Source: an optimization exercise on an open RTL-to-GDS flow (aim: small area and a short achievable clock period). Production flows keep margins and buffers that such runs may drop.
In this exercise RTL edits were held to simulation tests only and were not proved equivalent to the original.
Power figures rest on the tool's default switching activity, not on a simulated workload.

== lane 1 ==
## timer_top
module timer_top (
    input sys_clk,
    input sys_rst_n,
    input tim_psel,
    input tim_pwrite,
    input tim_penable,
    input [11:0] tim_paddr,
    input [31:0] tim_pwdata,
    input [3:0] tim_pstrb,
    input dbg_mode,
    output tim_int,
    output tim_pready,
    output tim_pslverr,
    output [31:0] tim_prdata
);
    reg [1:0] ph;
    reg       acc;
    reg       pready_q;
    reg [7:0] sel;           
    wire ph3 = (ph == 2'd3);
    always @(posedge sys_clk or negedge sys_rst_n) begin
        if (!sys_rst_n) begin
            ph       <= 2'd0;
            acc      <= 1'b0;
            pready_q <= 1'b0;
            sel      <= 8'd0;
        end else begin
            if (ph == 2'd0)
                ph <= (tim_psel && !tim_penable) ? 2'd1 : 2'd0;
            else
                ph <= ph + 2'd1;
            acc      <= ph3;
            pready_q <= acc;
            sel      <= (ph3 && tim_paddr[11:5] == 7'd0 && tim_paddr[1:0] == 2'd0)
                        ? (8'd1 << tim_paddr[4:2]) : 8'd0;
        end
    end
    wire s_tcr   = sel[0];
    wire s_tdr0  = sel[1];
    wire s_tdr1  = sel[2];
    wire s_tcmp0 = sel[3];
    wire s_tcmp1 = sel[4];
    wire s_tier  = sel[5];
    wire s_tisr  = sel[6];
    wire s_thcsr = sel[7];
    wire wr = tim_pwrite;
    reg       timer_en;
    reg       div_en;
    reg [3:0] div_val;
    wire err_n = (tim_pwdata[11:8] > 4'd8)
               || (timer_en && tim_pstrb[1] && (tim_pwdata[15:8] != {4'd0, div_val}))
               || (timer_en && tim_pstrb[0] && (tim_pwdata[1] != div_en));
    wire tcr_we = s_tcr && wr;
    reg err, pslverr_q;
    always @(posedge sys_clk)
        err <= err_n;
    wire div_en_n = (tcr_we && !err && tim_pstrb[0]) ? tim_pwdata[1] : div_en;
    wire [3:0] div_val_n = (tcr_we && !err && tim_pstrb[1]) ? tim_pwdata[11:8] : div_val;
    always @(posedge sys_clk or negedge sys_rst_n) begin
        if (!sys_rst_n) begin
            timer_en  <= 1'b0;
            div_en    <= 1'b0;
            div_val   <= 4'd1;
            pslverr_q <= 1'b0;
        end else begin
            pslverr_q <= tcr_we && err;
            if (tcr_we && tim_pstrb[0])
                timer_en <= tim_pwdata[0];
            div_en   <= div_en_n;
            div_val  <= div_val_n;
        end
    end
  ...
Size in the first run: about 1100 cells after synthesis, about 280 flip-flops, ~89 I/O pins.
clock: 4.0 ns
lec_check: 0
cap_margin: 20
core_margin: 2
core_utilization: 70
setup_slack_margin: 2.25
slew_margin: 20
standard.sh (not shown) runs the stock make flow with config.mk's settings and CLKGATE_MAP_FILE= SYNTH_SCRIPT=/design/flow/synth_recipe.tcl, a recipe that flattens the netlist after the stock synthesis.
==> flow/flow/run.sh <==
#!/bin/bash
# Standard ORFS layout (the standard.sh, standard synthesis unchanged) with:
#  - plain buf_1 port buffers instead of the delay-cell buffers buffer_ports
#    picks by default (timing repair upsizes them where needed),
#  - timing repair allowed to resize across cell footprints,
#  - larger clock-tree sink clusters without dummy loads.
# make's full output goes to flow_make.log; ORFS keeps each step's log under orfs/logs.
set -euo pipefail
bash standard.sh MATCH_CELL_FOOTPRINT=0 \
  "BUFFER_PORTS_ARGS=-buffer_cell sky130_fd_sc_hd__buf_1" \
  "CTS_ARGS=-sink_clustering_enable -repair_clock_nets -dont_use_dummy_load -sink_clustering_size 30 -sink_clustering_max_diameter 60" \
  finish > flow_make.log 2>&1
## Diff of input files: lane 2 against lane 1
-- flow/config.mk --
<<< lane 1, line 9
export CORE_MARGIN = 2
export CORE_UTILIZATION = 70
export SETUP_SLACK_MARGIN = 2.25
export SLEW_MARGIN = 20
>>> lane 2, line 9
export CORE_MARGIN = 2
export CORE_UTILIZATION = 70
export SETUP_SLACK_MARGIN = 2.1
export SLEW_MARGIN = 20
Notes after the runs:
Lane 2 finished every stage and its layout cleared the timing, DRC and antenna checks.
Of lane 2 and lane 1, it is lane 2 that has the higher number of filler cells placed in the layout.
Summary — critical path depth, lane 2 relative to lane 1: lower, by 1.
Comparing maximum fanout along the worst path for lane 1 and lane 2, the smaller number came from lane 1.
Lane 2 has multi-input gate area in the final layout below what lane 1 had.
Lane 2 does better than lane 1 on wire length of the first global-routing pass.
Lane 2 ends up with higher post-place setup slack than lane 1 does.
The run showing the greater wire length reported by the detailed router is lane 1.
Setup changes, lane 2 to lane 3
-- flow/config.mk --
<<< lane 2, line 8
export CAP_MARGIN = 20
export CORE_MARGIN = 2
export CORE_UTILIZATION = 70
export SETUP_SLACK_MARGIN = 2.1
export SLEW_MARGIN = 20
>>> lane 3, line 8
export CAP_MARGIN = 20
export CORE_MARGIN = 2
export CORE_UTILIZATION = 75
export SETUP_SLACK_MARGIN = 2.2
export SLEW_MARGIN = 20
--- outcome ---
- Relative to lane 2, via count has increased by 2.8% in lane 3.
- Compared with lane 2, lane 3 shows a total routed wirelength that is 860 µm higher.
- Critical path depth: lane 3 vs lane 2 up 1
- Summary — final worst hold slack, lane 3 relative to lane 2: higher, by 0.083 ns.
- Delta (lane 3 minus lane 2): combinational power increased by about 5% relative to the old numbers; cell area after layout now larger; placed instance area did not really move.
- Looking at buffer count excluding the clock tree in the final layout, lane 3 sits 3.7% higher than lane 2 does.
Setup changes, lane 3 to lane 4
-- flow/config.mk --
<<< lane 3, line 8
export CAP_MARGIN = 20
export CORE_MARGIN = 2
export CORE_UTILIZATION = 75
export SETUP_SLACK_MARGIN = 2.2
export SLEW_MARGIN = 20
>>> lane 4, line 8
export CAP_MARGIN = 20
export CORE_MARGIN = 2
export CORE_UTILIZATION = 65
export SETUP_SLACK_MARGIN = 2.2
export SLEW_MARGIN = 20
==> run notes <==
Looking at the reports, lane 4 completed the entire flow and the layout it produced met the timing, DRC and antenna checks.
Relative to lane 3, the routed wire length of lane 4 is lower by 100 µm.
| placement row count | higher: lane 4 |
Relative to lane 3, lane 4 degrades power after layout.
Relative to lane 3, leakage power has increased by about 2% in lane 4.
Lane 3 was routed with more vias than lane 4.
When the final numbers for lane 4 and lane 3 were put side by side, the wire length on met2 turned out to be greater in lane 3.
Critical path's slowest cell: dfrtp_1 -> lane 4, dfxtp_2 -> lane 3

separate check: timing with driven ports:
The results above use ideal ports. As a check the final layouts listed here were re-extracted and re-timed, cells and wires unchanged.
Step 1, drivers: a clkbuf_16 drives sys_clk and a buf_2 each remaining input, both assumed.
Step 2 also shifts input and output timing later by t, the mid clock arrival at the registers, as if the neighbouring blocks saw the same clock.
Three values: ideal ports, drivers, drivers and shift; two values: the first two.
| run | t (ns) | setup WS [ns] | worst setup path after step 2 |
|---|---|---|---|
| lane 1 | 0.530 | 2.185 / 2.145 / 1.737 | input to register |
| lane 2 | 0.538 | 2.056 / 2.056 / 1.609 | input to register |
| lane 3 | 0.532 | 2.129 / 2.122 / 1.652 | input to register |
| lane 4 | 0.554 | 2.155 / 2.106 / 1.741 | input to register |
After both steps every run listed still meets setup and hold. For lane 3, which loses most, drivers alone change the setup slack by -0.007 ns; drivers and shift together by -0.477 ns.
